What follows belongs to an exercise in optimizing a design on an open flow for small area and a short achievable clock period; a production flow would make more cautious choices. Only simulation tests tie the RTL to the original design; equivalence was not proved. Power figures rest on the tool's default switching activity, not on a simulated workload.

--- design/flow/design.v ---
`timescale 1ns / 1ps
module fp16_adder(
input [15:0] numi1,
input [15:0] numi2,
input clk,
input sz_r,
output [15:0] ans,
output [1:0] iszero,
output reg [1:0] isinf,
output isnan
    );
    wire [4:0]  e1 = numi1[14:10];
    wire [4:0]  e2 = numi2[14:10];
    wire        s1 = numi1[15];
    wire        s2 = numi2[15];
    wire [10:0] m1 = {1'b1, numi1[9:0]};
    wire [10:0] m2 = {1'b1, numi2[9:0]};
    wire inf_p = (numi1 == 16'h7c00) | (numi2 == 16'h7c00);
    wire inf_n = (numi1 == 16'hfc00) | (numi2 == 16'hfc00);
    wire special = (&e1) | (&e2);
    wire [5:0]  d12  = {1'b0, e1} - {1'b0, e2};
    wire [4:0]  d21  = e2 - e1;
    wire        ge   = ~d12[5];
    wire [4:0]  d    = ge ? d12[4:0] : d21;
    wire [4:0]  emax = ge ? e1 : e2;
    wire [10:0] m2s  = m2 >> d;
    wire        sz = s1 ^ s2;
    wire [11:0] t;
    wire        tco;
    fp16_add12 u_t(.a({1'b0, m1}), .b({1'b0, m2s} ^ {12{sz}}), .ci(sz), .s(t), .co(tco));
    reg [4:0] emax_r;
    reg       c_r, h_r, s1_r;
    reg [9:0] v_r;
    always @(posedge clk) begin
        isinf  <= inf_p ? 2'b01 : inf_n ? 2'b10 : 2'b00;
        emax_r <= emax;
        c_r    <= t[11];
        h_r    <= t[10];
        s1_r   <= s1;
        v_r    <= t[9:0];
    end
    wire       neg = c_r & sz_r;
    wire       rs  = s1_r ^ neg;
    wire [9:0] nv  = 10'd0 - v_r;
    wire [9:0] zt;
    assign zt[0] = ~v_r[9];
    assign zt[1] = ~|v_r[9:8];
    assign zt[2] = ~|v_r[9:7];
    assign zt[3] = ~|v_r[9:6];
    assign zt[4] = ~|v_r[9:5];
    assign zt[5] = ~|v_r[9:4];
    assign zt[6] = ~|v_r[9:3];
    assign zt[7] = ~|v_r[9:2];
    assign zt[8] = ~|v_r[9:1];
    assign zt[9] = ~|v_r[9:0];
    wire [3:0] lz = {zt[7],
                     zt[3] & ~zt[7],
                     (zt[1] & ~zt[3]) | (zt[5] & ~zt[7]),
                     (zt[0] & ~zt[1]) | (zt[2] & ~zt[3]) | (zt[4] & ~zt[5]) |
                     (zt[6] & ~zt[7]) | (zt[8] & ~zt[9])};
    wire [4:0] xe = emax_r + ~{1'b0, lz};
    wire       uf = (xe == 5'd0) | (xe >= 5'd15);
    wire [9:0] vn = v_r << lz;
    reg [4:0] re;
    reg [9:0] rf;
    always @* begin
        if (c_r) begin
            re = emax_r + 5'd1;
            rf = neg ? {1'b0, nv[9:1]} : {1'b0, v_r[9:1]};
        end else if (!h_r) begin
            re = uf ? 5'd18 : xe;
            rf = uf ? 10'd0 : {vn[8:0], 1'b0};
        end else begin
            re = 5'd0;
            rf = v_r;
        end
    end
    wire zero = ~c_r & zt[9];
    wire zsgn = s1_r & h_r;
    wire spec = &emax_r;
    assign isnan = spec & ~isinf[1] & ~isinf[0];
    assign iszero = (spec | ~zero) ? 2'b00 : {1'b1, ~zsgn};
    assign ans    = (spec | zero) ? 16'd0 : {rs, re, rf};
endmodule
`timescale 1ns / 1ps
module fp16_simple_multiplier(
input [15:0] numi1,
input [15:0] numi2,
input clk,
output [15:0] ans,
output reg sz_r
    );
    wire [9:0]  x = numi1[9:0];
    wire [9:0]  y = numi2[9:0];
    wire [21:0] ra, rb;
    wire pp0_0 = x[0] & y[0];
    wire pp0_1 = x[0] & y[1];
    wire pp0_2 = x[0] & y[2];
    wire pp0_3 = x[0] & y[3];
    wire pp0_4 = x[0] & y[4];
    wire pp0_5 = x[0] & y[5];
    wire pp0_6 = x[0] & y[6];
    wire pp0_7 = x[0] & y[7];
    wire pp0_8 = x[0] & y[8];
    wire pp0_9 = x[0] & y[9];
    wire pp1_0 = x[1] & y[0];
    wire pp1_1 = x[1] & y[1];
    wire pp1_2 = x[1] & y[2];
    wire pp1_3 = x[1] & y[3];
    wire pp1_4 = x[1] & y[4];
    wire pp1_5 = x[1] & y[5];
    wire pp1_6 = x[1] & y[6];
    wire pp1_7 = x[1] & y[7];
    wire pp1_8 = x[1] & y[8];
    wire pp1_9 = x[1] & y[9];
    wire pp2_0 = x[2] & y[0];
    wire pp2_1 = x[2] & y[1];
    wire pp2_2 = x[2] & y[2];
    wire pp2_3 = x[2] & y[3];
    wire pp2_4 = x[2] & y[4];
    wire pp2_5 = x[2] & y[5];
    wire pp2_6 = x[2] & y[6];
    wire pp2_7 = x[2] & y[7];
    wire pp2_8 = x[2] & y[8];
    wire pp2_9 = x[2] & y[9];
    wire pp3_0 = x[3] & y[0];
    wire pp3_1 = x[3] & y[1];
    wire pp3_2 = x[3] & y[2];
    wire pp3_3 = x[3] & y[3];
    wire pp3_4 = x[3] & y[4];
    wire pp3_5 = x[3] & y[5];
    wire pp3_6 = x[3] & y[6];
    wire pp3_7 = x[3] & y[7];
    wire pp3_8 = x[3] & y[8];
    wire pp3_9 = x[3] & y[9];
    wire pp4_0 = x[4] & y[0];
    wire pp4_1 = x[4] & y[1];
    wire pp4_2 = x[4] & y[2];
    wire pp4_3 = x[4] & y[3];
    wire pp4_4 = x[4] & y[4];
    wire pp4_5 = x[4] & y[5];
    wire pp4_6 = x[4] & y[6];
    wire pp4_7 = x[4] & y[7];
    wire pp4_8 = x[4] & y[8];
    wire pp4_9 = x[4] & y[9];
    wire pp5_0 = x[5] & y[0];
    wire pp5_1 = x[5] & y[1];
    wire pp5_2 = x[5] & y[2];
    wire pp5_3 = x[5] & y[3];
    wire pp5_4 = x[5] & y[4];
    wire pp5_5 = x[5] & y[5];
    wire pp5_6 = x[5] & y[6];
    wire pp5_7 = x[5] & y[7];
    wire pp5_8 = x[5] & y[8];
    wire pp5_9 = x[5] & y[9];
    wire pp6_0 = x[6] & y[0];
    wire pp6_1 = x[6] & y[1];
    wire pp6_2 = x[6] & y[2];
    wire pp6_3 = x[6] & y[3];
    wire pp6_4 = x[6] & y[4];
    wire pp6_5 = x[6] & y[5];
    wire pp6_6 = x[6] & y[6];
    wire pp6_7 = x[6] & y[7];
    wire pp6_8 = x[6] & y[8];
    wire pp6_9 = x[6] & y[9];
    wire pp7_0 = x[7] & y[0];
    wire pp7_1 = x[7] & y[1];
    wire pp7_2 = x[7] & y[2];
    wire pp7_3 = x[7] & y[3];
    wire pp7_4 = x[7] & y[4];
    wire pp7_5 = x[7] & y[5];
    wire pp7_6 = x[7] & y[6];
    wire pp7_7 = x[7] & y[7];
    wire pp7_8 = x[7] & y[8];
    wire pp7_9 = x[7] & y[9];
    wire pp8_0 = x[8] & y[0];
    wire pp8_1 = x[8] & y[1];
    wire pp8_2 = x[8] & y[2];
    wire pp8_3 = x[8] & y[3];
    wire pp8_4 = x[8] & y[4];
    wire pp8_5 = x[8] & y[5];
    wire pp8_6 = x[8] & y[6];
    wire pp8_7 = x[8] & y[7];
    wire pp8_8 = x[8] & y[8];
    wire pp8_9 = x[8] & y[9];
    wire pp9_0 = x[9] & y[0];
    wire pp9_1 = x[9] & y[1];
    wire pp9_2 = x[9] & y[2];
    wire pp9_3 = x[9] & y[3];
    wire pp9_4 = x[9] & y[4];
    wire pp9_5 = x[9] & y[5];
    wire pp9_6 = x[9] & y[6];
    wire pp9_7 = x[9] & y[7];
    wire pp9_8 = x[9] & y[8];
    wire pp9_9 = x[9] & y[9];
    wire hs0, hc0;
    fp16_ha u_hs0 (.a(pp0_9), .b(pp1_8), .s(hs0), .co(hc0));
    wire fs1, fc1;
    fp16_fa u_fs1 (.a(x[0]), .b(y[0]), .c(pp1_9), .s(fs1), .co(fc1));
    wire hs2, hc2;
    fp16_ha u_hs2 (.a(pp2_8), .b(pp3_7), .s(hs2), .co(hc2));
    wire fs3, fc3;
    fp16_fa u_fs3 (.a(x[1]), .b(y[1]), .c(pp2_9), .s(fs3), .co(fc3));
    wire hs4, hc4;
    fp16_ha u_hs4 (.a(pp3_8), .b(pp4_7), .s(hs4), .co(hc4));
    wire fs5, fc5;
    fp16_fa u_fs5 (.a(x[2]), .b(y[2]), .c(pp3_9), .s(fs5), .co(fc5));
    wire hs6, hc6;
    fp16_ha u_hs6 (.a(pp0_6), .b(pp1_5), .s(hs6), .co(hc6));
    wire fs7, fc7;
    fp16_fa u_fs7 (.a(pp0_7), .b(pp1_6), .c(pp2_5), .s(fs7), .co(fc7));
    wire hs8, hc8;
    fp16_ha u_hs8 (.a(pp3_4), .b(pp4_3), .s(hs8), .co(hc8));
    wire fs9, fc9;
    fp16_fa u_fs9 (.a(pp0_8), .b(pp1_7), .c(pp2_6), .s(fs9), .co(fc9));
    wire fs10, fc10;
    fp16_fa u_fs10 (.a(pp3_5), .b(pp4_4), .c(pp5_3), .s(fs10), .co(fc10));
    wire hs11, hc11;
    fp16_ha u_hs11 (.a(pp6_2), .b(pp7_1), .s(hs11), .co(hc11));
    wire fs12, fc12;
    fp16_fa u_fs12 (.a(pp2_7), .b(pp3_6), .c(pp4_5), .s(fs12), .co(fc12));
    wire fs13, fc13;
    fp16_fa u_fs13 (.a(pp5_4), .b(pp6_3), .c(pp7_2), .s(fs13), .co(fc13));
    wire fs14, fc14;
    fp16_fa u_fs14 (.a(pp8_1), .b(pp9_0), .c(hs0), .s(fs14), .co(fc14));
    wire fs15, fc15;
    fp16_fa u_fs15 (.a(pp4_6), .b(pp5_5), .c(pp6_4), .s(fs15), .co(fc15));
    wire fs16, fc16;
    fp16_fa u_fs16 (.a(pp7_3), .b(pp8_2), .c(pp9_1), .s(fs16), .co(fc16));
    wire fs17, fc17;
    fp16_fa u_fs17 (.a(hc0), .b(hs2), .c(fs1), .s(fs17), .co(fc17));
    wire fs18, fc18;
    fp16_fa u_fs18 (.a(pp5_6), .b(pp6_5), .c(pp7_4), .s(fs18), .co(fc18));
    wire fs19, fc19;
    fp16_fa u_fs19 (.a(pp8_3), .b(pp9_2), .c(hc2), .s(fs19), .co(fc19));
    wire fs20, fc20;
    fp16_fa u_fs20 (.a(hs4), .b(fc1), .c(fs3), .s(fs20), .co(fc20));
    wire fs21, fc21;
    fp16_fa u_fs21 (.a(pp4_8), .b(pp5_7), .c(pp6_6), .s(fs21), .co(fc21));
    wire fs22, fc22;
    fp16_fa u_fs22 (.a(pp7_5), .b(pp8_4), .c(pp9_3), .s(fs22), .co(fc22));
    wire fs23, fc23;
    fp16_fa u_fs23 (.a(hc4), .b(fc3), .c(fs5), .s(fs23), .co(fc23));
    wire fs24, fc24;
    fp16_fa u_fs24 (.a(x[3]), .b(y[3]), .c(pp4_9), .s(fs24), .co(fc24));
    wire fs25, fc25;
    fp16_fa u_fs25 (.a(pp5_8), .b(pp6_7), .c(pp7_6), .s(fs25), .co(fc25));
    wire fs26, fc26;
    fp16_fa u_fs26 (.a(pp8_5), .b(pp9_4), .c(fc5), .s(fs26), .co(fc26));
    wire fs27, fc27;
    fp16_fa u_fs27 (.a(x[4]), .b(y[4]), .c(pp5_9), .s(fs27), .co(fc27));
    wire fs28, fc28;
    fp16_fa u_fs28 (.a(pp6_8), .b(pp7_7), .c(pp8_6), .s(fs28), .co(fc28));
    wire fs29, fc29;
    fp16_fa u_fs29 (.a(x[5]), .b(y[5]), .c(pp6_9), .s(fs29), .co(fc29));
    wire hs30, hc30;
    fp16_ha u_hs30 (.a(pp0_4), .b(pp1_3), .s(hs30), .co(hc30));
    wire fs31, fc31;
    fp16_fa u_fs31 (.a(pp0_5), .b(pp1_4), .c(pp2_3), .s(fs31), .co(fc31));
    wire hs32, hc32;
    fp16_ha u_hs32 (.a(pp3_2), .b(pp4_1), .s(hs32), .co(hc32));
    wire fs33, fc33;
    fp16_fa u_fs33 (.a(pp2_4), .b(pp3_3), .c(pp4_2), .s(fs33), .co(fc33));
    wire fs34, fc34;
    fp16_fa u_fs34 (.a(pp5_1), .b(pp6_0), .c(hs6), .s(fs34), .co(fc34));
    wire fs35, fc35;
    fp16_fa u_fs35 (.a(pp5_2), .b(pp6_1), .c(pp7_0), .s(fs35), .co(fc35));
    wire fs36, fc36;
    fp16_fa u_fs36 (.a(hc6), .b(hs8), .c(fs7), .s(fs36), .co(fc36));
    wire fs37, fc37;
    fp16_fa u_fs37 (.a(pp8_0), .b(hc8), .c(hs11), .s(fs37), .co(fc37));
    wire fs38, fc38;
    fp16_fa u_fs38 (.a(fc7), .b(fs9), .c(fs10), .s(fs38), .co(fc38));
    wire fs39, fc39;
    fp16_fa u_fs39 (.a(hc11), .b(fc9), .c(fc10), .s(fs39), .co(fc39));
    wire fs40, fc40;
    fp16_fa u_fs40 (.a(fs12), .b(fs13), .c(fs14), .s(fs40), .co(fc40));
    wire fs41, fc41;
    fp16_fa u_fs41 (.a(fc12), .b(fc13), .c(fs15), .s(fs41), .co(fc41));
    wire fs42, fc42;
    fp16_fa u_fs42 (.a(fs16), .b(fc14), .c(fs17), .s(fs42), .co(fc42));
    wire fs43, fc43;
    fp16_fa u_fs43 (.a(fc15), .b(fc16), .c(fs18), .s(fs43), .co(fc43));
    wire fs44, fc44;
    fp16_fa u_fs44 (.a(fs19), .b(fc17), .c(fs20), .s(fs44), .co(fc44));
    wire fs45, fc45;
    fp16_fa u_fs45 (.a(fc18), .b(fs21), .c(fs22), .s(fs45), .co(fc45));
    wire fs46, fc46;
    fp16_fa u_fs46 (.a(fc19), .b(fc20), .c(fs23), .s(fs46), .co(fc46));
    wire fs47, fc47;
    fp16_fa u_fs47 (.a(fc21), .b(fc22), .c(fs24), .s(fs47), .co(fc47));
    wire fs48, fc48;
    fp16_fa u_fs48 (.a(fs25), .b(fc23), .c(fs26), .s(fs48), .co(fc48));
    wire fs49, fc49;
    fp16_fa u_fs49 (.a(pp9_5), .b(fc24), .c(fc25), .s(fs49), .co(fc49));
    wire fs50, fc50;
    fp16_fa u_fs50 (.a(fs27), .b(fs28), .c(fc26), .s(fs50), .co(fc50));
    wire fs51, fc51;
    fp16_fa u_fs51 (.a(pp7_8), .b(pp8_7), .c(pp9_6), .s(fs51), .co(fc51));
    wire fs52, fc52;
    fp16_fa u_fs52 (.a(fc27), .b(fc28), .c(fs29), .s(fs52), .co(fc52));
    wire fs53, fc53;
    fp16_fa u_fs53 (.a(x[6]), .b(y[6]), .c(pp7_9), .s(fs53), .co(fc53));
    wire fs54, fc54;
    fp16_fa u_fs54 (.a(pp8_8), .b(pp9_7), .c(fc29), .s(fs54), .co(fc54));
    wire fs55, fc55;
    fp16_fa u_fs55 (.a(x[7]), .b(y[7]), .c(pp8_9), .s(fs55), .co(fc55));
    wire hs56, hc56;
    fp16_ha u_hs56 (.a(pp0_3), .b(pp1_2), .s(hs56), .co(hc56));
    wire fs57, fc57;
    fp16_fa u_fs57 (.a(pp2_2), .b(pp3_1), .c(pp4_0), .s(fs57), .co(fc57));
    wire fs58, fc58;
    fp16_fa u_fs58 (.a(pp5_0), .b(hc30), .c(hs32), .s(fs58), .co(fc58));
    wire fs59, fc59;
    fp16_fa u_fs59 (.a(hc32), .b(fc31), .c(fs33), .s(fs59), .co(fc59));
    wire fs60, fc60;
    fp16_fa u_fs60 (.a(fc33), .b(fs35), .c(fc34), .s(fs60), .co(fc60));
    wire fs61, fc61;
    fp16_fa u_fs61 (.a(fc35), .b(fs37), .c(fc36), .s(fs61), .co(fc61));
    wire fs62, fc62;
    fp16_fa u_fs62 (.a(fc37), .b(fc38), .c(fs39), .s(fs62), .co(fc62));
    wire fs63, fc63;
    fp16_fa u_fs63 (.a(fc39), .b(fs41), .c(fc40), .s(fs63), .co(fc63));
    wire fs64, fc64;
    fp16_fa u_fs64 (.a(fc41), .b(fs43), .c(fc42), .s(fs64), .co(fc64));
    wire fs65, fc65;
    fp16_fa u_fs65 (.a(fc43), .b(fs45), .c(fc44), .s(fs65), .co(fc65));
    wire fs66, fc66;
    fp16_fa u_fs66 (.a(fc45), .b(fs47), .c(fc46), .s(fs66), .co(fc66));
    wire fs67, fc67;
    fp16_fa u_fs67 (.a(fc47), .b(fs49), .c(fc48), .s(fs67), .co(fc67));
    wire fs68, fc68;
    fp16_fa u_fs68 (.a(fs51), .b(fc49), .c(fs52), .s(fs68), .co(fc68));
    wire fs69, fc69;
    fp16_fa u_fs69 (.a(fc51), .b(fs53), .c(fc52), .s(fs69), .co(fc69));
    wire fs70, fc70;
    fp16_fa u_fs70 (.a(pp9_8), .b(fc53), .c(fs55), .s(fs70), .co(fc70));
    wire fs71, fc71;
    fp16_fa u_fs71 (.a(x[8]), .b(y[8]), .c(pp9_9), .s(fs71), .co(fc71));
    wire hs72, hc72;
    fp16_ha u_hs72 (.a(pp0_2), .b(pp1_1), .s(hs72), .co(hc72));
    wire fs73, fc73;
    fp16_fa u_fs73 (.a(pp2_1), .b(pp3_0), .c(hs56), .s(fs73), .co(fc73));
    wire fs74, fc74;
    fp16_fa u_fs74 (.a(hc56), .b(hs30), .c(fs57), .s(fs74), .co(fc74));
    wire fs75, fc75;
    fp16_fa u_fs75 (.a(fc57), .b(fs31), .c(fs58), .s(fs75), .co(fc75));
    wire fs76, fc76;
    fp16_fa u_fs76 (.a(fc58), .b(fs34), .c(fs59), .s(fs76), .co(fc76));
    wire fs77, fc77;
    fp16_fa u_fs77 (.a(fc59), .b(fs36), .c(fs60), .s(fs77), .co(fc77));
    wire fs78, fc78;
    fp16_fa u_fs78 (.a(fs38), .b(fc60), .c(fs61), .s(fs78), .co(fc78));
    wire fs79, fc79;
    fp16_fa u_fs79 (.a(fs40), .b(fc61), .c(fs62), .s(fs79), .co(fc79));
    wire fs80, fc80;
    fp16_fa u_fs80 (.a(fc62), .b(fs42), .c(fs63), .s(fs80), .co(fc80));
    wire fs81, fc81;
    fp16_fa u_fs81 (.a(fs44), .b(fc63), .c(fs64), .s(fs81), .co(fc81));
    wire fs82, fc82;
    fp16_fa u_fs82 (.a(fs46), .b(fc64), .c(fs65), .s(fs82), .co(fc82));
    wire fs83, fc83;
    fp16_fa u_fs83 (.a(fs48), .b(fc65), .c(fs66), .s(fs83), .co(fc83));
    wire fs84, fc84;
    fp16_fa u_fs84 (.a(fs50), .b(fc66), .c(fs67), .s(fs84), .co(fc84));
    wire fs85, fc85;
    fp16_fa u_fs85 (.a(fc50), .b(fs68), .c(fc67), .s(fs85), .co(fc85));
    wire fs86, fc86;
    fp16_fa u_fs86 (.a(fs54), .b(fc68), .c(fs69), .s(fs86), .co(fc86));
    wire fs87, fc87;
    fp16_fa u_fs87 (.a(fc54), .b(fs70), .c(fc69), .s(fs87), .co(fc87));
    wire fs88, fc88;
    fp16_fa u_fs88 (.a(fc55), .b(fs71), .c(fc70), .s(fs88), .co(fc88));
    wire fs89, fc89;
    fp16_fa u_fs89 (.a(x[9]), .b(y[9]), .c(fc71), .s(fs89), .co(fc89));
    assign ra = {1'b0, fc89, fc88, fc87, fc86, fc85, fc84, fc83, fc82, fc81, fc80, fc79, fc78, fc77, fc76, fc75, fc74, fc73, hc72, hs72, pp0_1, pp0_0};
    assign rb = {1'b0, 1'b1, fs89, fs88, fs87, fs86, fs85, fs84, fs83, fs82, fs81, fs80, fs79, fs78, fs77, fs76, fs75, fs74, fs73, pp2_0, pp1_0, 1'b0};
    wire [9:0]  lg  = ra[9:0] & rb[9:0];
    wire [9:0]  lp  = ra[9:0] ^ rb[9:0];
    wire        g10 = lg[1] | (lp[1] & lg[0]);
    wire        g32 = lg[3] | (lp[3] & lg[2]);
    wire        p32 = lp[3] & lp[2];
    wire        g54 = lg[5] | (lp[5] & lg[4]);
    wire        p54 = lp[5] & lp[4];
    wire        g76 = lg[7] | (lp[7] & lg[6]);
    wire        p76 = lp[7] & lp[6];
    wire        g98 = lg[9] | (lp[9] & lg[8]);
    wire        p98 = lp[9] & lp[8];
    wire        g30 = g32 | (p32 & g10);
    wire        g74 = g76 | (p76 & g54);
    wire        p74 = p76 & p54;
    wire        g70 = g74 | (p74 & g30);
    wire        c9  = lg[8] | (lp[8] & g70);
    wire        c10 = g98 | (p98 & g70);
    wire [8:0]  zb  = (ra[8:0] ^ rb[8:0]) ^ {ra[7:0] | rb[7:0], 1'b0};
    wire        gt  = (lp[9] ^ c9) & (zb != 9'd0);
    wire [11:0] hi;
    wire        hco;
    fp16_add12 u_hi(.a(ra[21:10]), .b(rb[21:10]), .ci(c10), .s(hi), .co(hco));
    wire        sz  = numi1[15] ^ numi2[15];
    reg  [11:0] hi_r;
    reg         inc_r;
    reg  [4:0]  eb_r;
    always @(posedge clk) begin
        hi_r  <= hi;
        inc_r <= sz ^ gt;
        sz_r  <= sz;
        eb_r  <= numi1[14:10] + numi2[14:10] + 5'd17;
    end
    wire [11:0] r   = hi_r + {11'd0, inc_r};
    wire [4:0]  eb1 = eb_r + 5'd1;
    assign ans = r[11] ? {sz_r, eb1, r[10:1]} : {sz_r, eb_r, r[9:0]};
endmodule
module fp16_fa(input a, input b, input c, output s, output co);
    assign s  = a ^ b ^ c;
    assign co = (a & b) | (c & (a ^ b));
endmodule
module fp16_ha(input a, input b, output s, output co);
    assign s  = a ^ b;
    assign co = a & b;
endmodule
module fp16_add12(
input  [11:0] a,
input  [11:0] b,
input         ci,
output [11:0] s,
output        co
    );
    wire [11:0] g0 = a & b;
    wire [11:0] p0 = a ^ b;
    wire [11:0] g1, p1, g2, p2, g3, p3, g4, p4;
    genvar i;
    generate
        for (i = 0; i < 12; i = i + 1) begin : l1
            if (i >= 1) begin
                assign g1[i] = g0[i] | (p0[i] & g0[i-1]);
                assign p1[i] = p0[i] & p0[i-1];
            end else begin
                assign g1[i] = g0[i];
                assign p1[i] = p0[i];
            end
        end
        for (i = 0; i < 12; i = i + 1) begin : l2
            if (i >= 2) begin
                assign g2[i] = g1[i] | (p1[i] & g1[i-2]);
                assign p2[i] = p1[i] & p1[i-2];
            end else begin
                assign g2[i] = g1[i];
                assign p2[i] = p1[i];
            end
        end
        for (i = 0; i < 12; i = i + 1) begin : l3
            if (i >= 4) begin
                assign g3[i] = g2[i] | (p2[i] & g2[i-4]);
                assign p3[i] = p2[i] & p2[i-4];
            end else begin
                assign g3[i] = g2[i];
                assign p3[i] = p2[i];
            end
        end
        for (i = 0; i < 12; i = i + 1) begin : l4
            if (i >= 8) begin
                assign g4[i] = g3[i] | (p3[i] & g3[i-8]);
                assign p4[i] = p3[i] & p3[i-8];
            end else begin
                assign g4[i] = g3[i];
                assign p4[i] = p3[i];
            end
        end
    endgenerate
    wire [12:0] c = {g4 | (p4 & {12{ci}}), ci};
    assign s  = p0 ^ c[11:0];
    assign co = c[12];
endmodule
`timescale 1ns / 1ps
module fp16_arith(
input clk,
input [15:0] numi1,
input [15:0] numi2,
output [15:0] sum,
output [1:0] iszero,
output [1:0] isinf,
output isnan,
output [15:0] prod
    );
    wire sz_r;
    fp16_adder u_add(
        .numi1(numi1),
        .numi2(numi2),
        .clk(clk),
        .sz_r(sz_r),
        .ans(sum),
        .iszero(iszero),
        .isinf(isinf),
        .isnan(isnan)
    );
    fp16_simple_multiplier u_mul(
        .numi1(numi1),
        .numi2(numi2),
        .clk(clk),
        .ans(prod),
        .sz_r(sz_r)
    );
endmodule
--- design/flow/flow/run.sh ---
#!/bin/bash
# Own layout flow: the standard ORFS flow, with plain buf_1 cells as the
# port buffers (buffer_ports would otherwise pick clkdlybuf4s50_1, a slow
# delay cell). Every input and output port still gets its own buffer.
set -euo pipefail
export BUFFER_PORTS_ARGS="-buffer_cell sky130_fd_sc_hd__buf_1"
if [[ -f flow/env.sh ]]; then source flow/env.sh; fi
bash standard.sh > standard.log 2>&1
--- design/flow/flow/env.sh ---
export SETUP_SLACK_MARGIN=9.7
--- design/flow/standard.sh ---
#!/bin/bash
# synth_recipe.tcl (not shown) runs the flow's synth.tcl, then flattens the netlist and writes it again
# the make line also repeats each setting of config.mk as NAME=value (left out here)
make -C /OpenROAD-flow-scripts/flow DESIGN_CONFIG=/design/flow/config.mk WORK_HOME=/design/flow/orfs CLKGATE_MAP_FILE= SYNTH_SCRIPT=/design/flow/synth_recipe.tcl "${@:-finish}"
--- design/flow/config.mk ---
export PLATFORM = sky130hd
export DESIGN_NAME = fp16_arith
export DESIGN_NICKNAME = fp16_arith
export VERILOG_FILES = /design/flow/design.v
export SDC_FILE = /design/flow/constraint.sdc
export NUM_CORES = 4
export LEC_CHECK = 0
export CAP_MARGIN = 20
export CORE_MARGIN = 2
export CORE_UTILIZATION = 60
export CTS_BUF_LIST = sky130_fd_sc_hd__clkbuf_8
export SLEW_MARGIN = 20
export SYNTH_HIERARCHICAL = 1
--- design/flow/constraint.sdc ---
create_clock -name core_clock -period 17.0 [get_ports {clk}]
set_input_delay 3.4000 -clock core_clock [delete_from_list [all_inputs] [get_ports {clk}]]
set_output_delay 3.4000 -clock core_clock [all_outputs]
set_load 0.01 [all_outputs]
==> summary.txt, run 1 <==
- The first-pass GRT wire length is roughly 32,000 µm.
- The fmax is 135 MHz.
- The area of all placed cells without fillers is 0.00849 mm².
- Pin placement for this block handled 70 I/O pins.
- CTS placed an instance of clkbuf_8 at the clock tree root.
- The cell leakage power is 3.68 nW.
- The master of the slowest instance on the critical path is fa_2.
- The largest net degree at the start of global routing is 25.
- The number of antenna violations at the first check in global routing is 0.
- The worst path needs 7.38 ns of the cycle, external delays included.
- The DRC marker count from the first detailed-route iteration is about 470.
- The number of max-slew violations in the final report is 0.
- The endpoint kind of the worst setup timing path is an output port.
- For this run, the total global-route usage over all layers was measured as 0.301.
- The class of the most critical hold timing path is primary input to flip-flop.
- Walking the worst path, the cells encountered are inv_2 > ha_4 > or3_4 > a2111oi_4 > or2_4 > inv_4 > ha_4 > fa_2 > a21o_1 > a21oi_2 > xnor2_2 > nand3b_1 > buf_4 > nor3_2 > a211oi_1 > a211oi_1 > buf_2.
- Broken down by cell family, the worst path's largest delay share belongs to compound AO/OA/AOI/OAI gates.
- From bottom edge to top edge, the die measures 117 µm.
- The number of nets in the finished design is 1,103.
- The repair_antennas step left the layout with diodes totalling 0.
- The worst slew slack as a fraction of its limit is 0.437.
- The H-tree was split into 2 levels.
- The detailed-route vias per instance is 6.06.
- The transition at the pin with the smallest max-transition slack is 0.840 ns.
- For this configuration, the core starts out at a cell density of 0.610.
- Setup repair after global routing could not meet its margin everywhere.
- Hold repair after CTS inserted 0 buffers.
- The area taken by multi-input logic gates is 0.00673 mm².
- In this run the cell area measured after placement is around 0.0080 mm².
- The clock transition at the registers of the reported paths is 0.08 ns.
- The count of input and output buffers is 69.
- Summed over all layers, the routed wires come to 20,000 µm.
- The total CTS buffers is 5.
- The flow ran to the end and the layout has no timing, DRC or antenna violations.
- The layout filler cell count is around 1,100.
- Along the worst hold path, the cell count comes to 1.
- The floorplan step set the die width to 117 µm.
- The number of logic stages on the critical path including buffering is 17.
- The sum of negative setup slack is 0 ns.
- The detail route stage leaves a number of antenna-violating nets equal to 0.
- The number of clock sinks is 39.
- The clock passes through at most 2 buffers.
- The via count is between 6,000 and 7,000.
- Across the run, the number of max-cap violations was 0.
- The number of rows created at floorplan is 41.
- The total of warnings raised by yosys is 8.
- The power density over cell area is 153 mW/mm².
- Summed over all layers, the global routing overflow is 0.
- The kind of launch point of the worst setup path is a flip-flop.
- The via count of the first global-routing pass came to 6,380.
- The number of failing hold endpoints at the final stage is 0.
- The average cell area after synthesis is 9.15 µm².
- The total area inside the core boundary comes to 0.0126 mm².
- The number of optimization iterations in the first detailed-route pass is 5.
- The largest driver fanout on the critical path is 4.
- TritonCTS built the clock tree.
- The cell area that synthesis handed to floorplanning was 0.00767 mm².
- The count of endpoints failing setup in the final report is 0.
- The final period utilization is 0.434.
- The average wire length per cell after detail routing is 18.5 µm.
- Counting every instance in the synthesized netlist gives 838.
- The number of buffers and inverters on the critical path is 4.
- The critical path class is flip-flop to output port.
- The final weighted congestion in routability-driven placement is just under 1.
- For this run, the slowest stage of the critical path takes 0.40 ns.
- The critical path data required time is 13.60 ns.
- The full die area is 0.0137 mm².
- Compared with the post-synthesis result, the final layout area differs by 10.7%.
- The arrival time at the worst endpoint is roughly 4 ns.
- The total half-perimeter wirelength after legalization and detailed placement is about 15,000 µm.
- The worst-case vdd ir drop is 0.000106 V.
- After detailed routing, the number of remaining DRC violations is 0.
- In the final layout, the share of cells above drive strength 1 is 0.158.
- The area used by sequential logic in the layout is around 790 µm².
area by class of cell:
cell class,count,share of cell area
multi-input cells,721,0.793
flip-flops and latches,39,0.0933
repair buffers,91,0.0560
well taps,172,0.0254
inverters,50,0.0224
clock buffers,5,0.00811
clock inverters,3,0.00192
what timing repair did:
item | 4_1_cts | 5_1_grt
endpoints found under the setup margin | 27 | 28
pin swaps | 11 | 28
buffers inserted | 7 | 12
gates resized for setup | 42 | 58
power breakdown:
part | internal (mW) | leakage [nW] | switching (mW) | total [mW]
Clock | 0.0281 | 0.0453 | 0.0380 | 0.0662
Sequential | 0.138 | 0.329 | 0.0868 | 0.225
Combinational | 0.463 | 3.31 | 0.545 | 1.01
Total | 0.629 | 3.68 | 0.669 | 1.30
cell usage in the layout (no fill, tap or decap), types with 10 or more instances in the layout:
master	n
a21o_1	13
buf_1	38
nor3_1	13
o211ai_1	10
and2_1	98
o21ai_0	21
fa_1	84
inv_1	47
xnor2_1	44
nand2_1	51
buf_2	19
nand3_1	11
a211oi_1	12
dfxtp_1	34
nor2_1	37
ha_1	72
buf_4	25
a21oi_1	44
xor2_1	22
path summary, 6_finish.rpt:
check	startpoint	end
setup / recovery	u_add.v_r[0]	sum[2]
hold / removal	numi1[15]	u_add.s1_r
sequential cells by signal, summed over array words and instances (netlist names):
| register | flops |
|---|---|
| u_add.v_r | 10 |
| u_add.h_r | 1 |
| u_mul.inc_r | 1 |
| u_mul.hi_r | 12 |
| u_add.c_r | 1 |
| u_add.isinf | 2 |
| u_mul.eb_r | 5 |
| u_add.s1_r | 1 |
| u_add.emax_r | 5 |
| u_mul.sz_r | 1 |
per-stage QoR:
step	power, mW	utilization	instances	worst slack [ns]	hold WS (ns)
after global placement	1.09	0.633	1054	9.27	3.65
after global routing	1.43	0.675	1081	9.49	3.33
after floorplan	0.933	-	839	10.00	3.43
after CTS	1.23	0.653	1069	9.70	3.31
after detailed placement	1.12	0.633	1054	9.14	3.66
final	1.30	0.675	1081	9.62	3.33
routing by layer:
layer	part of all wire	routed length (µm)	global-route usage	vias to the layer above
li1	-	-	-	3065
met1	0.45	9030	0.450	3206
met2	0.47	9370	0.465	262
met3	0.073	1450	0.0474	13
met4	0.0099	198	0.0675	0
met5	0	0	0	-
==> run 2, diff against run 1 <==
--- a/design/flow/config.mk
+++ b/design/flow/config.mk
@@ -8,6 +8,5 @@
 export CAP_MARGIN = 20
 export CORE_MARGIN = 2
 export CORE_UTILIZATION = 60
-export CTS_BUF_LIST = sky130_fd_sc_hd__clkbuf_8
 export SLEW_MARGIN = 20
 export SYNTH_HIERARCHICAL = 1
==> summary.txt, run 2 <==
- The critical path data required time is 13.60 ns (about the same).
- The number of antenna repair diodes is 0 (unchanged).
- Clock tree synthesis selected as its root buffer the cell clkbuf_16.
- The via count was 6,609 (+0.96%).
- The average wire length per cell after detail routing is 18.7 µm (+0.69%).
- The full die area is 0.0137 mm² (unchanged).
- The count of input and output buffers was 69 (unchanged).
- The shortest clock period the worst path allows after layout is 7.22 ns (-0.156 ns).
- The maximum number of buffers from clock root to sink is 2 (unchanged).
- The largest driver fanout on the critical path was 4 (unchanged).
- The worst-case vdd ir drop is 0.000107 V (+0.45%).
- The total of warnings raised by yosys is 8 (unchanged).
- The via count of the first global-routing pass is 6,405 (+0.39%).
- The number of clock sinks was 39 (unchanged).
- The number of max-slew violations in the final report is 0 (unchanged).
- The DRC marker count from the first detailed-route iteration is 596 (+27%).
- The first-pass GRT wire length is 31,900 µm (+0.22%).
- The number of buffers inserted for hold repair after clock tree synthesis was 0 (unchanged).
- The total half-perimeter wirelength after legalization and detailed placement came to 15,500 µm (unchanged).
- The switching power total is 0.673 mW (+0.53%).
- The top cell types in the final layout, fill and taps aside, are and2_1, fa_1, ha_1.
- The endpoint kind of the worst setup timing path is an output port.
- The worst min-delay path startpoint is numi1[15].
- The final routed wirelength across all metal layers came to 20,200 µm (+0.78%).
- The final weighted congestion in routability-driven placement came to 0.971 (unchanged).
- The fmax came to 138 MHz (+2.2%).
- The top-level I/O count came to 70 (unchanged).
- The number of antenna violations at the first check in global routing is 0 (unchanged).
- More flip-flops sit in one register than any other, and that register is u_mul.hi_r.
- The post-synthesis instance area is 0.00767 mm² (unchanged).
- The fraction of layout cells with a size suffix above 1 was 0.152 (-0.00677).
- The detailed-route vias per instance came to 6.11 (+0.87%).
- The min-delay analysis places its worst path in the category primary input to flip-flop.
- The H-tree depth is 2 (unchanged).
- The total CTS buffers is 5 (unchanged).
- The design internal power came to 0.658 mW (+4.6%).
- The number of nets in the finished design was 1,104 (+0.091%).
- The power density over cell area is 156 mW/mm² (+1.7%).
- The starting utilization of the core area is 0.610 (unchanged).
- The sum of negative setup slack is 0 ns (unchanged).
- The number of rows created at floorplan is 41 (unchanged).
- The sequential fraction of design power was 0.169 (-0.004).
- The launch point of the critical path is u_add.v_r[1].
- The flip-flop count of the largest register after layout is 12 (unchanged).
- The most common cell after layout, fill and taps aside is and2_1.
- The global-route total usage across every layer is 0.301 (+0.000330).
- The post-route DRC violation count is 0 (unchanged).
- The average cell area after synthesis is 9.15 µm² (unchanged).
- The worst slew slack as a fraction of its limit is 0.414 (-0.0228).
- The arrival time at the worst endpoint is 3.82 ns (-0.16 ns).
- From synthesis to final layout, the design area changed by 11.5%.
- The area of the placeable core is 0.0126 mm² (unchanged).
- The area of all placed cells without fillers is 0.00855 mm² (+0.75%).
- The number of optimization iterations in the first detailed-route pass is 5 (unchanged).
- STA classifies the critical path startpoint as a flip-flop.
- The layout filler cell count came to 1,046 (-1.9%).
- The cell leakage power came to 3.69 nW (about the same).
- The die span in x is 117 µm (unchanged).
- The fraction of power consumed by combinational cells is 0.758 (-0.018).
- The count of maximum capacitance violations was 0 (unchanged).
- The cell area reported after detailed placement is 0.00795 mm² (unchanged).
- The residual antenna-violating net count after detailed routing is 0 (unchanged).
- The total global routing overflow is 0 (unchanged).
- The largest net degree at the start of global routing was 25 (unchanged).
- The transition at the pin with the smallest max-transition slack is 0.874 ns (+0.0341 ns).
- The CTS tree is done.
- The switching share of total power came to 0.506 (-0.00985).
- Setup repair after global routing could not meet its margin everywhere.
- The number of failing hold endpoints at the final stage is 0 (unchanged).
- The height of the die is 117 µm (unchanged).
- The clock transition at the registers of the reported paths is 0.06 ns (-0.02 ns).
- The proportion of power drawn by the clock network is 0.072 (+0.021).
- The count of endpoints failing setup in the final report is 0 (unchanged).
- The run finished with no timing, DRC or antenna violations.
- The final period utilization is 0.425 (-0.00918).
- The post-synthesis instance total came to 838 (unchanged).
- The largest registers in the layout are u_mul.hi_r (12), u_add.v_r (10).
- The total power was 1.33 mW (+2.5%).
- The critical path class is flip-flop to output port.
==> run 2: layout make-up <==
type                    count  area, µm²  area share
flip-flops and latches     39        793      0.0928
repair buffers             92        482      0.0563
inverters                  50        190      0.0222
clock inverters             2       12.5     0.00146
well taps                 172        215      0.0252
multi-input cells         721       6730       0.787
clock buffers               6        129      0.0151
==> run 2: path summary, 6_finish.rpt <==
| kind | endpoint | slack [ns] | depth (start not counted) |
|---|---|---|---|
| setup / recovery | sum[11] | 9.78 | 18 |
| hold / removal | u_add.s1_r | 3.36 | 1 |
==> run 2: stage by stage <==
step / worst slack [ns] / util / instances / hold slack, ns
3_3_place_gp: 9.27 / 0.633 / 1054 / 3.65
5_1_grt: 9.64 / 0.680 / 1082 / 3.36
3_5_place_dp: 9.14 / 0.633 / 1054 / 3.66
6_report: 9.78 / 0.680 / 1082 / 3.36
2_1_floorplan: 10.00 / - / 839 / 3.43
4_1_cts: 9.71 / 0.657 / 1068 / 3.35
==> run 2: what timing repair did <==
| item | in CTS | in global routing |
|---|---|---|
| endpoints found under the hold margin | 0 | 0 |
| pin swaps | 7 | 11 |
| setup endpoints to repair | 27 | 27 |
| gates resized for setup | 42 | 47 |
| buffers inserted | 6 | 14 |
==> run 2: layer usage <==
metal / global-route usage / part of all wire / vias up
met5: 0 / 0 / -
met1: 0.452 / 0.45 / 3270
met3: 0.0484 / 0.068 / 19
li1: - / - / 3064
met2: 0.463 / 0.47 / 256
met4: 0.0675 / 0.012 / 0
==> run 2: power by group through the flow <==
| stage | Combinational, mW | Sequential, mW | Clock, mW |
|---|---|---|---|
| floorplan | 0.769 | 0.164 | 0 |
| global route | 1.12 | 0.232 | 0.101 |
| finish | 1.01 | 0.226 | 0.0959 |
| detailed placement | 0.899 | 0.220 | 0 |
| global placement | 0.875 | 0.217 | 0 |
| CTS | 0.937 | 0.220 | 0.0978 |
==> run 2: critical path: stages (launching register included) <==
cell and delay, ns:
dfxtp_4 0.34, inv_2 0.04, ha_4 0.16, or3_4 0.34, a2111oi_4 0.33, or2_4 0.21
inv_4 0.04, ha_4 0.15, fa_2 0.36, xor2_2 0.24, and3_4 0.24, mux2i_4 0.07
nand2_2 0.17, buf_6 0.13, buf_6 0.09, nor2_1 0.03, or3_1 0.30, a21oi_1 0.13
buf_2 0.14
==> run 3, diff against run 2 <==
--- a/design/flow/config.mk
+++ b/design/flow/config.mk
@@ -7,6 +7,6 @@
 export LEC_CHECK = 0
 export CAP_MARGIN = 20
 export CORE_MARGIN = 2
-export CORE_UTILIZATION = 60
+export CORE_UTILIZATION = 65
 export SLEW_MARGIN = 20
 export SYNTH_HIERARCHICAL = 1
==> summary.txt, run 3 <==
- The fmax was 136 MHz (-1.8%).
- The total CTS buffers is 5 (unchanged).
- The pre-CTS setup slack is 9.07 ns (-0.0729 ns).
- The shortest clock period the worst path allows after layout is 7.36 ns (+0.132 ns).
- The top-level I/O count is 70 (unchanged).
- The number of failing hold endpoints at the final stage is 0 (unchanged).
- The average cell area after synthesis is 9.15 µm² (unchanged).
- The top cell types in the final layout, fill and taps aside, are and2_1, fa_1, ha_1.
- The worst slew slack as a fraction of its limit came to 0.409 (-0.00545).
- The largest registers in the layout are u_mul.hi_r (12), u_add.v_r (10).
- The final period utilization is 0.433 (+0.00777).
- The arrival time at the worst endpoint is 3.96 ns (+0.14 ns).
- The flow ran to the end and the layout has no timing, DRC or antenna violations.
- The worst setup path is captured at an output port.
- The total half-perimeter wirelength after legalization and detailed placement was 15,100 µm (-2.4%).
- The height of the die is 113 µm (-3.8%).
- The count of endpoints failing setup in the final report is 0 (unchanged).
- The cell leakage power is 3.71 nW (+0.75%).
- The number of max-slew violations in the final report is 0 (unchanged).
- The first-pass GRT wire length is 32,100 µm (+0.82%).
- The number of antenna repair diodes is 0 (unchanged).
- The maximum number of buffers from clock root to sink is 2 (unchanged).
- The die span in x came to 113 µm (-3.8%).
- The number of rows created at floorplan came to 39 (-4.9%).
- The worst-case setup margin in the final layout is 9.64 ns (-0.132 ns).
- The number of clock sinks came to 39 (unchanged).
- The residual antenna-violating net count after detailed routing came to 0 (unchanged).
- The area of the placeable core is 0.0115 mm² (-8.8%).
- The number of buffers inserted for hold repair after clock tree synthesis was 0 (unchanged).
- The worst hold path belongs to the class primary input to flip-flop.
- The post-route DRC violation count is 0 (unchanged).
- The register containing the most flip-flops in the final layout is u_mul.hi_r.
- The sum of negative setup slack was 0 ns (unchanged).
- The worst-case vdd ir drop is 0.000143 V (+34%).
- The number of optimization iterations in the first detailed-route pass came to 5 (unchanged).
- The number of nets in the finished design is 1,100 (-0.36%).
- The full die area came to 0.0127 mm² (-7.4%).
- The flip-flop count of the largest register after layout is 12 (unchanged).
- The most common cell after layout, fill and taps aside is and2_1.
- The transition at the pin with the smallest max-transition slack is 0.885 ns (+0.0113 ns).
- The H-tree depth is 2 (unchanged).
- The average wire length per cell after detail routing is 19.1 µm (+2.5%).
- The number of antenna violations at the first check in global routing is 0 (unchanged).
- The layout filler cell count came to 894 (-15%).
- The detailed-route vias per instance is 6.34 (+3.7%).
- The CTS tree is done.
- The setup path with the least slack is of type flip-flop to output port.
- The global-route total usage across every layer is 0.312 (+0.0106).
- The total global routing overflow was 0 (unchanged).
- The power density over cell area came to 158 mW/mm² (+1.2%).
- The starting utilization of the core area is 0.669 (+0.0586).
- The largest driver fanout on the critical path is 6 (+2).
- The final routed wirelength across all metal layers is 20,100 µm (-0.59%).
- The via count is 6,647 (+0.57%).
- The layout overhead on the synthesized area is 11.5% (about the same).
- The clock transition at the registers of the reported paths is 0.06 ns (about the same).
- The total of warnings raised by yosys is 8 (unchanged).
- The library cell used as clock root buffer is clkbuf_16.
- Setup repair after global routing could not meet its margin everywhere.
- The post-synthesis instance total came to 838 (unchanged).
- The kind of launch point of the worst setup path is a flip-flop.
- The post-synthesis instance area was 0.00767 mm² (unchanged).
- The count of maximum capacitance violations is 0 (unchanged).
- The via count of the first global-routing pass is 6,697 (+4.6%).
- The count of input and output buffers is 69 (unchanged).
- The final weighted congestion in routability-driven placement was 0.945 (-2.7%).
- The critical path data required time is 13.60 ns (about the same).
- The DRC marker count from the first detailed-route iteration is 666 (+12%).
- The largest net degree at the start of global routing is 25 (unchanged).
- The fraction of layout cells with a size suffix above 1 was 0.160 (+0.00840).
-- run 3: final timing paths --
path                startpoint  cells after the start          to
setup / recovery  u_add.v_r[0]                     17      sum[4]
hold / removal       numi1[15]                      1  u_add.s1_r
-- run 3: what timing repair did --
action                                  CTS  global route
endpoints found under the setup margin   31            28
setup buffers                             4            13
pin swaps                                13            29
resized for setup                        51            49
-- run 3: layout make-up --
cell class / instances / area, µm² / share of cell area
sequential: 39 / 791 / 0.0925
multi-input combinational: 721 / 6750 / 0.790
timing repair buffer: 88 / 460 / 0.0539
tap: 143 / 179 / 0.0209
clock buffer: 6 / 139 / 0.0163
clock inverter: 2 / 35.0 / 0.00410
inverter: 50 / 190 / 0.0223
-- run 3: report_power, final --
part           internal [mW]  total [mW]  switching (mW)  leakage, nW
clock network         0.0729       0.110          0.0373       0.0868
registers              0.138       0.231          0.0936        0.329
logic                  0.461        1.00           0.544         3.30
-- run 3: worst max-delay path, stage by stage, from the launching register on --
cell and delay, ns:
dfxtp_4 0.38, inv_2 0.05, ha_4 0.15, or3_4 0.34
a2111oi_4 0.37, or2_4 0.21, inv_4 0.05, ha_4 0.16
fa_2 0.41, xor2_2 0.18, and3_4 0.17, mux2i_2 0.18
buf_4 0.16, nand2_4 0.08, nor4b_4 0.32, a211oi_2 0.06
a211oi_1 0.24, buf_2 0.16
-- run 3: stage by stage --
| stage | cells | total power [mW] | area, µm² | hold WS (ns) | util |
|---|---|---|---|---|---|
| 6_report | 1049 | 1.35 | 8550 | 3.34 | 0.745 |
| 3_3_place_gp | 1024 | 1.09 | 7910 | 3.63 | 0.690 |
| 2_1_floorplan | 839 | 0.933 | 7670 | 3.43 | - |
| 5_1_grt | 1049 | 1.46 | 8550 | 3.35 | 0.745 |
| 3_5_place_dp | 1024 | 1.12 | 7910 | 3.63 | 0.690 |
| 4_1_cts | 1036 | 1.27 | 8250 | 3.33 | 0.720 |
-- run 3: per-layer routing --
| layer | up-vias | wire (µm) | GRT usage |
|---|---|---|---|
| met4 | 0 | 390 | 0.0878 |
| met5 | - | 0 | 0 |
| li1 | 3054 | - | - |
| met3 | 41 | 1520 | 0.0410 |
| met2 | 298 | 9550 | 0.512 |
| met1 | 3254 | 8620 | 0.437 |
==> run 4, diff against run 3 <==
==> design/flow/flow/env.sh (replaced) <==
export SETUP_SLACK_MARGIN=9.5
--- a/design/flow/config.mk
+++ b/design/flow/config.mk
@@ -7,6 +7,6 @@
 export LEC_CHECK = 0
 export CAP_MARGIN = 20
 export CORE_MARGIN = 2
-export CORE_UTILIZATION = 65
+export CORE_UTILIZATION = 60
 export SLEW_MARGIN = 20
 export SYNTH_HIERARCHICAL = 1
==> summary.txt, run 4 <==
- The flip-flop count of the largest register after layout is 12 (unchanged).
- The final weighted congestion in routability-driven placement is 0.971 (+2.8%).
- The class of the most critical hold timing path is primary input to flip-flop.
- The flow ran to the end and the layout has no timing, DRC or antenna violations.
- The startpoint identified for the worst hold timing path is numi1[15].
- The total CTS buffers came to 5 (unchanged).
- The worst hold path stage count was 1 (unchanged).
- Setup repair after global routing left no endpoint under its margin.
- The total of warnings raised by yosys is 8 (unchanged).
- The largest net degree at the start of global routing was 25 (unchanged).
- The wire length on met1 came to 9140 µm (+5.9%).
- The die span in x was 117 µm (+3.9%).
- The first-pass GRT wire length is 31,700 µm (-1.5%).
- The area taken by multi-input logic gates is 0.00665 mm² (-1.5%).
- The cell count after placement is 1,054 (+2.9%).
- The maximum number of buffers from clock root to sink is 2 (unchanged).
- The H-tree depth is 2 (unchanged).
- The detailed-route vias per instance is 6.12 (-3.4%).
- The area of the placeable core is 0.0126 mm² (+9.6%).
- The clock transition at the registers of the reported paths was 0.06 ns (about the same).
- The total global routing overflow was 0 (unchanged).
- TritonCTS built the clock tree.
- The shortest clock period the worst path allows after layout was 7.37 ns (+0.0182 ns).
- The largest registers in the layout are u_mul.hi_r (12), u_add.v_r (10).
- The filler-free cell count of the finished design came to 1,071 (+2.1%).
- The fmax was 136 MHz (-0.25%).
- The sink of the worst hold path is u_add.s1_r.
- From synthesis to final layout, the design area changed by 9.09%.
- The average cell area after synthesis is 9.15 µm² (unchanged).
- The cell area reported after detailed placement came to 0.00795 mm² (+0.55%).
- The DRC marker count from the first detailed-route iteration is 489 (-27%).
- The number of antenna violations at the first check in global routing is 0 (unchanged).
- The post-synthesis instance area came to 0.00767 mm² (unchanged).
- The via count is 6,555 (-1.4%).
- The starting utilization of the core area is 0.610 (-0.0586).
- The post-route DRC violation count was 0 (unchanged).
- The final core area utilization came to 0.665 (-0.0798).
- The number of buffers inserted for hold repair after clock tree synthesis is 0 (unchanged).
- The critical path data required time is 13.60 ns (about the same).
- The worst-case vdd ir drop was 0.0000986 V (-31%).
- The worst slew slack as a fraction of its limit was 0.434 (+0.0253).
- The endpoint kind of the worst setup timing path is an output port.
- The via count of the first global-routing pass is 6,377 (-4.8%).
- The fraction of layout cells with a size suffix above 1 is 0.123 (-0.0366).
- The average wire length per cell after detail routing was 18.5 µm (-3.4%).
- The layout filler cell count is 1,071 (+20%).
- The area of all placed cells without fillers came to 0.00836 mm² (-2.1%).
- The global-route total usage across every layer came to 0.300 (-0.0123).
- The final routed wirelength across all metal layers is 19,800 µm (-1.4%).
- The number of clock sinks came to 39 (unchanged).
- The full die area is 0.0137 mm² (+8.0%).
- The kind of launch point of the worst setup path is a flip-flop.
- The final period utilization was 0.434 (+0.00107).
- The area used by sequential logic in the layout is 792 µm² (+0.16%).
- The number of failing hold endpoints at the final stage came to 0 (unchanged).
- The height of the die is 117 µm (+3.9%).
- The post-synthesis instance total was 838 (unchanged).
- The total half-perimeter wirelength after legalization and detailed placement is 15,500 µm (+2.5%).
- The sum of negative setup slack came to 0 ns (unchanged).
- The number of rows created at floorplan is 41 (+5.1%).
- u_mul.hi_r holds more flip-flops than any other register.
- The count of maximum capacitance violations is 0 (unchanged).
- Leaving out fill and tap cells, the most frequent cells in the layout are and2_1, fa_1, ha_1.
- The arrival time at the worst endpoint is 3.97 ns (about the same).
- The met3 routed wirelength is 1200 µm (-21%).
- The largest driver fanout on the critical path was 4 (-2).
- The count of endpoints failing setup in the final report is 0 (unchanged).
- The highest layer touched by signal routing is met4.
- The count of input and output buffers is 69 (unchanged).
- The worst setup path is of the flip-flop to output port kind.
- The number of max-slew violations in the final report is 0 (unchanged).
- The most common cell after layout, fill and taps aside is and2_1.
- The top-level I/O count is 70 (unchanged).
- The transition at the pin with the smallest max-transition slack is 0.844 ns (-0.0409 ns).
- The cell leakage power was 3.60 nW (-3.1%).
- The routed length on met2 came to 9230 µm (-3.4%).
- The number of antenna repair diodes came to 0 (unchanged).
- The number of nets in the finished design is 1,093 (-0.64%).
- The root buffer cell chosen for the clock tree is clkbuf_16.
- The power density over cell area is 153 mW/mm² (-2.8%).
- The residual antenna-violating net count after detailed routing is 0 (unchanged).
- The number of optimization iterations in the first detailed-route pass is 5 (unchanged).
## run 4: cell count changes in the layout (fill, tap and decap cells not counted), sizes merged
cell      previous run  this run
bufinv               1         0
buf                 78        71
clkinvlp             0         1
## run 4: cell type report
class,count,share of cell area
Sequential cell,39,0.0947
Clock buffer,6,0.0154
Timing Repair Buffer,81,0.0447
Inverter,50,0.0227
Clock inverter,2,0.00150
Multi-Input combinational cell,721,0.795
Tap cell,172,0.0257
## run 4: report_power, final
part,internal (mW),switching (mW)
sequential,0.138,0.0879
combinational,0.433,0.526
clock,0.0542,0.0414
## run 4: how the worst max path moves through the flow
stage,from,endpoint,slack (ns),cells past startpoint
after floorplan,u_add.v_r[1],sum[7],10.00,16
after global placement,numi1[0],u_mul.hi_r[7],9.27,17
final,u_add.v_r[0],sum[1],9.63,16
after CTS,numi1[11],u_add.h_r,9.51,17
after global routing,u_add.v_r[0],sum[1],9.50,16
after detailed placement,numi1[1],u_mul.hi_r[9],9.14,15
## run 4: timing repair
action | in CTS | in global routing
setup buffers | 3 | 6
resized for setup | 25 | 34
pin swaps | 6 | 10
endpoints found under the hold margin | 0 | 0
endpoints found under the setup margin | 13 | 29
## run 4: routing by layer
metal / vias up / global-route usage
met1: 3232 / 0.446
li1: 3044 / -
met3: 20 / 0.0474
met5: - / 0
met2: 259 / 0.465
met4: 0 / 0.0667
## run 4: through the flow
step | power (mW) | hold slack [ns] | worst slack (ns)
detailed placement | 1.12 | 3.66 | 9.14
finish | 1.28 | 3.36 | 9.63
global route | 1.41 | 3.36 | 9.50
CTS | 1.25 | 3.35 | 9.51
global placement | 1.09 | 3.65 | 9.27
floorplan | 0.933 | 3.43 | 10.00
## run 4: worst max-delay path, cell delays in order (launching register included)
cell and delay (ns):
dfxtp_4 0.36, inv_1 0.06, ha_4 0.17, or3_4 0.34, a2111oi_4 0.32, or2_4 0.20, inv_4 0.04, ha_2 0.18
fa_2 0.41, a21o_1 0.18, a21oi_2 0.20, xnor2_2 0.16, nand3b_1 0.22, nor3_1 0.23, a211oi_1 0.07, a211oi_1 0.33
buf_2 0.20

## afterwards: timing with drivers on the ports
Ports are ideal in the flow. The routed layouts listed here were re-timed in OpenROAD. Step 1 (the two cells are an assumption about what drives the block):
set clk [get_ports {clk}]
set_driving_cell -lib_cell sky130_fd_sc_hd__clkbuf_16 $clk
set_driving_cell -lib_cell sky130_fd_sc_hd__buf_2 [delete_from_list [all_inputs] $clk]
Step 2, shift: input delay + t, output delay - t, t = (earliest + latest rising clock arrival at the registers) / 2. This alone moves slack from input paths to output paths. Three values: ideal, step 1, step 2; two values: the first two.
run	t, ns	setup slack, ns	clock arrival spread, ns	worst register clock-pin slew, ns	worst data-port slew with drivers (ns)
run 1	0.352	9.619 / 9.584 / 9.484	0.009 / 0.009	0.08 / 0.08	0.05
run 2	0.334	9.775 / 9.737 / 9.512	0.007 / 0.007	0.06 / 0.06	0.05
run 3	0.322	9.643 / 9.605 / 9.494	0.005 / 0.006	0.06 / 0.06	0.04
run 4	0.333	9.625 / 9.587 / 9.411	0.007 / 0.006	0.06 / 0.06	0.05
After both steps setup and hold are still met in every run listed. The setup slack of run 2, which loses most, moves by -0.038 ns with the drivers and by -0.263 ns with both steps.
